This is an optimization exercise on Yosys and OpenROAD, whose aim is small area, a short achievable clock period and few clock cycles per item, not a production implementation.
Only simulation tests tie the RTL to the original design; equivalence was not proved.
No driver is modelled on the clock port, so clock power and skew are understated where the tree is cut down; a real chip needs a root buffer or a tree.
No activity file was given, so power comes from the tool's default toggle rates.

Setup of build 50:
==> flow/design.v <==
`timescale 1ns / 1ps
module SquareRoot(outdata,checkflag,clk,rst,start,indata);
 input wire clk;
 input wire rst;
 input wire start;
 input wire [31:0] indata;
 output reg [15:0] outdata;    
 output reg checkflag;
 reg [13:0] h;       
 reg [15:0] r;       
 reg        neg;     
 reg        busy;
 reg [6:0]  j;       
 reg        late;    
 wire last = j[6] & ~j[5];       
 wire [15:0] m;
 assign m[1:0] = 2'b11;
 genvar k;
 generate
    for (k = 2; k <= 8; k = k + 1) begin : mlo
        assign m[k] = j[k-2] | late;
    end
    for (k = 9; k <= 14; k = k + 1) begin : mhi
        assign m[k] = late & ~j[k-9];
    end
 endgenerate
 assign m[15] = 1'b0;
 wire [17:0] sum = {r, h[13], outdata[15]} + {(outdata & m) ^ {16{~neg}}, 2'b11};
 function [4:0] first2;
    input [3:0] n;
    begin
    case (n)
    4'd0:  first2 = {2'd0, 3'd0};
    4'd1:  first2 = {2'd1, 3'd0};
    4'd2:  first2 = {2'd1, 3'd1};
    4'd3:  first2 = {2'd1, 3'd2};
    4'd4:  first2 = {2'd2, 3'd0};
    4'd5:  first2 = {2'd2, 3'd1};
    4'd6:  first2 = {2'd2, 3'd2};
    4'd7:  first2 = {2'd2, 3'd3};
    4'd8:  first2 = {2'd2, 3'd4};
    4'd9:  first2 = {2'd3, 3'd0};
    4'd10: first2 = {2'd3, 3'd1};
    4'd11: first2 = {2'd3, 3'd2};
    4'd12: first2 = {2'd3, 3'd3};
    4'd13: first2 = {2'd3, 3'd4};
    4'd14: first2 = {2'd3, 3'd5};
    default: first2 = {2'd3, 3'd6};
    endcase
    end
 endfunction
 wire [1:0] q0;
 wire [2:0] r0;
 assign {q0, r0} = first2(indata[31:28]);
 wire [13:0] hi_in, lo_in;
 generate
    for (k = 0; k < 14; k = k + 1) begin : split
        assign hi_in[k] = indata[2*k+1];
        assign lo_in[k] = indata[2*k];
    end
 endgenerate
 always @(posedge clk) begin
    if (!busy) begin
        h   <= hi_in;
        r   <= {13'd0, r0};
        neg <= 1'b0;
        j   <= 7'd0;
        late <= 1'b0;
    end else begin
        h   <= {h[12:0], 1'b0};
        r   <= sum[15:0];
        neg <= sum[17];
        j   <= {j[5:0], ~j[6]};
        late <= j[6] & (j[0] | j[5]);    
    end
 end
 wire sel_shift = busy;
 wire sel_load  = ~busy & start;
 wire sel_hold  = ~busy & ~start;
 always @(posedge clk)
    outdata <= ({16{sel_shift}} & {outdata[14:0], ~sum[17]})
             | ({16{sel_load}}  & {lo_in, q0})
             | ({16{sel_hold}}  & outdata);
 always @(posedge clk) begin
    if (rst) begin
        busy      <= 1'b0;
        checkflag <= 1'b0;
    end else if (start & !busy) begin
        busy      <= 1'b1;
        checkflag <= 1'b0;
    end else if (busy & last) begin
        busy      <= 1'b0;
        checkflag <= 1'b1;
    end
 end
endmodule
Settings: LEC_CHECK=0, ABC_AREA=1, CAP_MARGIN=20, CORE_MARGIN=2, CORE_UTILIZATION=75, SETUP_SLACK_MARGIN=5, SLEW_MARGIN=20; clock period 8.5 ns.
standard.sh (not shown) runs the stock make flow with config.mk's settings and CLKGATE_MAP_FILE= SYNTH_SCRIPT=/design/flow/synth_recipe.tcl, a recipe that flattens the netlist after the stock synthesis.
==> flow/flow/run.sh <==
#!/bin/bash
set -euo pipefail
MARGIN=$(cat flow/margin.txt)
export PRE_CTS_TCL="$PWD/flow/pre_cts.tcl"
bash standard.sh "BUFFER_PORTS_ARGS=-buffer_cell sky130_fd_sc_hd__buf_1" \
  "SETUP_SLACK_MARGIN=$MARGIN" "PRE_CTS_TCL=$PRE_CTS_TCL" finish > standard.log 2>&1
==> flow/flow/margin.txt <==
6.0
==> flow/flow/pre_cts.tcl <==
# Sourced by ORFS's cts.tcl (PRE_CTS_TCL) just before clock_tree_synthesis.
# The design is small, so instead of TritonCTS's tree (a root buffer, eight
# leaf buffers and dummy loads) the clock port drives NBUF buffers directly,
# each driving the registers of one vertical stripe of the core: sinks are
# sorted by x and split evenly, and each buffer sits at its sinks' centroid.
# Every register sees one buffer between the port and its clock pin.
set ::manual_cts_nbuf 2
set ::manual_cts_cell sky130_fd_sc_hd__clkbuf_16

proc manual_cts {nbuf cb} {
  set block [ord::get_db_block]
  set clknet [$block findNet clk]
  set master [[ord::get_db] findMaster $cb]
  set sinks {}
  foreach iterm [$clknet getITerms] {
    set bb [[$iterm getInst] getBBox]
    lappend sinks [list [expr {([$bb xMin] + [$bb xMax]) / 2}] \
      [expr {([$bb yMin] + [$bb yMax]) / 2}] $iterm]
  }
  set sinks [lsort -integer -index 0 $sinks]
  set n [llength $sinks]
  puts "manual_cts: $n sinks, $nbuf x $cb"
  for {set k 0} {$k < $nbuf} {incr k} {
    set lo [expr {$k * $n / $nbuf}]
    set hi [expr {($k + 1) * $n / $nbuf - 1}]
    set buf [odb::dbInst_create $block $master clkbuf_${k}_clk]
    set net [odb::dbNet_create $block clknet_${k}_clk]
    $net setSigType CLOCK
    set sx 0
    set sy 0
    set m 0
    foreach s [lrange $sinks $lo $hi] {
      lassign $s x y iterm
      incr sx $x
      incr sy $y
      incr m
      $iterm disconnect
      $iterm connect $net
    }
    [$buf findITerm A] connect $clknet
    [$buf findITerm X] connect $net
    $buf setLocation [expr {$sx / $m}] [expr {$sy / $m}]
    $buf setPlacementStatus PLACED
  }
  set_propagated_clock [all_clocks]
}

rename clock_tree_synthesis tritoncts_clock_tree_synthesis
proc clock_tree_synthesis {args} {
  manual_cts $::manual_cts_nbuf $::manual_cts_cell
}
Testbench counts of build 50, summed over its fixed seeds: cycles 30,720, ops 2,048.
diff inputs: build 50 => build 60
Settings: swapping 75 for 65 in CORE_UTILIZATION.
==> flow/flow/run.sh <==
#!/bin/bash
set -euo pipefail
MARGIN=$(cat flow/margin.txt)
export PRE_CTS_TCL="$PWD/flow/pre_cts.tcl"
bash standard.sh "SYNTH_SCRIPT=$PWD/flow/synth.tcl" \
  "BUFFER_PORTS_ARGS=-buffer_cell sky130_fd_sc_hd__buf_1" \
  "SETUP_SLACK_MARGIN=$MARGIN" "PRE_CTS_TCL=$PRE_CTS_TCL" finish > standard.log 2>&1
==> flow/flow/abc.script (new file) <==
strash
dc2
dch -f
map -a
topo
stime -c
buffer -c
upsize -c
dnsize -c
==> flow/flow/synth.tcl (new file) <==
# The standard synthesis (synth_recipe.tcl, which keeps the registers and
# their names), with ABC given flow/abc.script instead of ORFS's script.
set ::own_abc_script [file join [file dirname [file normalize [info script]]] abc.script]
proc abc {args} {
  set i [lsearch -exact $args -script]
  if {$i >= 0} { lset args [expr {$i + 1}] $::own_abc_script }
  yosys abc {*}$args
}
source [file join [file dirname [file dirname [file normalize [info script]]]] synth_recipe.tcl]
--- outcome ---
- Delay contributed by the slowest stage of the critical path was higher in the run labelled build 50.
- No run among build 50 and build 60 stopped early or left any final violation; all are clean.
- Against build 50, build 60 reports a flip-flop and latch area that is higher.
- [build 60 vs build 50] share of the synthesized area in compound gates (AO/OA/AOI/OAI): higher in build 60
- Of build 50 and build 60, the higher final period utilization belongs to build 60.
Input-level comparison between build 85 and build 60:
Settings: a change of CORE_UTILIZATION from 65 to 75.
==> flow/flow/abc.script <==
strash
&get -n
&st
&dch -f
&nf -a
&put
topo
stime -c
buffer -c
upsize -c
dnsize -c
[summary]
- The final layout from build 85, which completed every stage, passed the timing, DRC and antenna checks at the end of the flow.
- Build 85 gives less synthesized netlist net count than build 60 did.
- Build 85: synthesized instance count lower than build 60
- Post-synthesis share of cell area spent on full adders, half adders and majority gates down 0.16 points in build 85 wrt build 60
- Compared with build 60, build 85 ends up with less cell area.
- [compare] base=build 60 new=build 85: net switching power lost 0.00028 W, worst hold margin up 0.038 ns.
- Post-synthesis instance area: build 85 worse than build 60
- Vias: build 85 below build 60
- Comparing build 60 and build 85, the higher via count of the first global-routing pass is on build 60.
- | worst setup margin | lower: build 60 |
- Global-route usage over all layers is lower on build 85
Modified inputs, build 84 compared to build 85
==> flow/flow/run.sh <==
#!/bin/bash
set -euo pipefail
MARGIN=$(cat flow/margin.txt)
export PRE_CTS_TCL="$PWD/flow/pre_cts.tcl"
bash standard.sh "BUFFER_PORTS_ARGS=-buffer_cell sky130_fd_sc_hd__buf_1" \
  "SETUP_SLACK_MARGIN=$MARGIN" "PRE_CTS_TCL=$PRE_CTS_TCL" finish > standard.log 2>&1
==> flow/flow/margin.txt <==
5.9
removed: flow/flow/abc.script
removed: flow/flow/synth.tcl
--- outcome ---
A leading cell type in the layout, fill and taps excluded of dfxtp_1 is what build 85 shows, while nand2_1 belongs to build 84. | worst hold slack | build 84 vs build 85 | 0.049 ns lower |. Between build 84 and build 85, relative contribution of sequential cells to total power is lower for build 85, build 84 comes in above that. Comparing build 84 and build 85, the higher area enclosed by the die boundary is on build 84. On post-layout utilization of the core: build 84 sits below build 85. Maximum VDD drop, build 84 and build 85, higher one = build 85. Delta(final instance area, build 84 - build 85) > 0. Comparing build 84 and build 85, switching power is lower on build 84. Diff build 85 -> build 84: worst slack at placement rose by 0.51 ns; multi-input gate share of the layout cell area went up by 1.4 points; later-pin clock latency in the skew report now sits at about the same level.
--- input diff build 84..build 61 ---
==> flow/flow/run.sh <==
#!/bin/bash
set -euo pipefail
MARGIN=$(cat flow/margin.txt)
export PRE_CTS_TCL="$PWD/flow/pre_cts.tcl"
bash standard.sh "SYNTH_SCRIPT=$PWD/flow/synth.tcl" \
  "BUFFER_PORTS_ARGS=-buffer_cell sky130_fd_sc_hd__buf_1" \
  "SETUP_SLACK_MARGIN=$MARGIN" "PRE_CTS_TCL=$PRE_CTS_TCL" finish > standard.log 2>&1
==> flow/flow/abc.script (new file) <==
strash
dch -f
map -a
topo
stime -c
==> flow/flow/margin.txt <==
6.0
==> flow/flow/synth.tcl (new file) <==
# The standard synthesis (synth_recipe.tcl, which keeps the registers and
# their names), with ABC given flow/abc.script instead of ORFS's script.
set ::own_abc_script [file join [file dirname [file normalize [info script]]] abc.script]
proc abc {args} {
  set i [lsearch -exact $args -script]
  if {$i >= 0} { lset args [expr {$i + 1}] $::own_abc_script }
  yosys abc {*}$args
}
source [file join [file dirname [file dirname [file normalize [info script]]]] synth_recipe.tcl]
Build 84 ended up with outdata[15] as its worst setup path endpoint; build 61 ended up with r[14].
Against build 84 as the reference, build 61 delivers a lower final worst clock skew.
Build 61 against build 84: setup slack fell by 0.021 ns, share of total power in the clock network has decreased.
For the sequential share of power, build 61 came in 4.2 points lower than build 84 did.
Taking build 84 as the reference, in build 61 hold slack increased 0.014 ns; amount of wire on met3 after detailed routing went up 95%; final core utilization went up 8.5 points.
neg as the worst setup path startpoint was reported by build 61, and outdata[15] by build 84.
Build 84 → build 61: cell count of the worst reg-to-reg path moved up; count of cell instances traversed by the critical path moved up.
Post-route fraction of the period consumed by the critical path: build 61 > build 84
Changes in build 27 relative to build 61:
Settings: CORE_UTILIZATION changed from 75 to 55.
==> flow/flow/abc.script <==
strash
dch -f
map -a
topo
stime -c
buffer -c
upsize -c
dnsize -c
Starting density of the core was higher in the run labelled build 61.
When build 27 is set beside build 61, its final non-filler cell total turns out to be 3.3% larger.
Final critical path time including I/O delays and setup down 0.10 ns in build 27 wrt build 61
The multi-input combinational area share reported for build 27 is smaller than that of build 61 by 0.44 points.
Build 61 -> build 27: post-detailed-route via-to-cell ratio decreased by more than 10%
Build 27 ended up with register to output pin as its start-to-end type of the worst setup path; build 61 ended up with register to register.
In every run of this note, the design's own scripts or RTL, not TritonCTS, make the clock network.

## port drivers added, routing unchanged
The results above use ideal ports. As a check the final layouts listed here were re-extracted and re-timed, cells and wires unchanged.
Step 1: set_driving_cell puts a clkbuf_16 on clk and a buf_2 on each other input, an assumption about the parent block.
Step 2 moves the port delays by t, midway between the first and last clock arrival at a register: inputs arrive t later, outputs are due t later. That takes back most of the time a late clock gives input paths.
Slacks: ideal ports / drivers / drivers and shift; pairs: ideal ports / drivers.
run	shift t [ns]	slack for setup (ns)	worst hold slack (ns)	worst setup path after step 2
build 50	0.213	6.025 / 5.977 / 5.896	0.436 / 0.436 / 0.436	input to register
build 60	0.216	4.684 / 4.684 / 4.684	0.436 / 0.436 / 0.436	register to register
build 85	0.211	5.914 / 5.915 / 5.712	0.474 / 0.474 / 0.474	input to register
build 84	0.214	5.949 / 5.902 / 5.824	0.425 / 0.425 / 0.425	input to register
build 61	0.213	5.929 / 5.929 / 5.784	0.439 / 0.439 / 0.439	input to register
build 27	0.209	6.029 / 5.982 / 5.887	0.428 / 0.428 / 0.428	input to register
After both steps setup and hold are still met in every run listed. For build 85, which loses most, drivers alone change the setup slack by +0.001 ns; drivers and shift together by -0.202 ns.
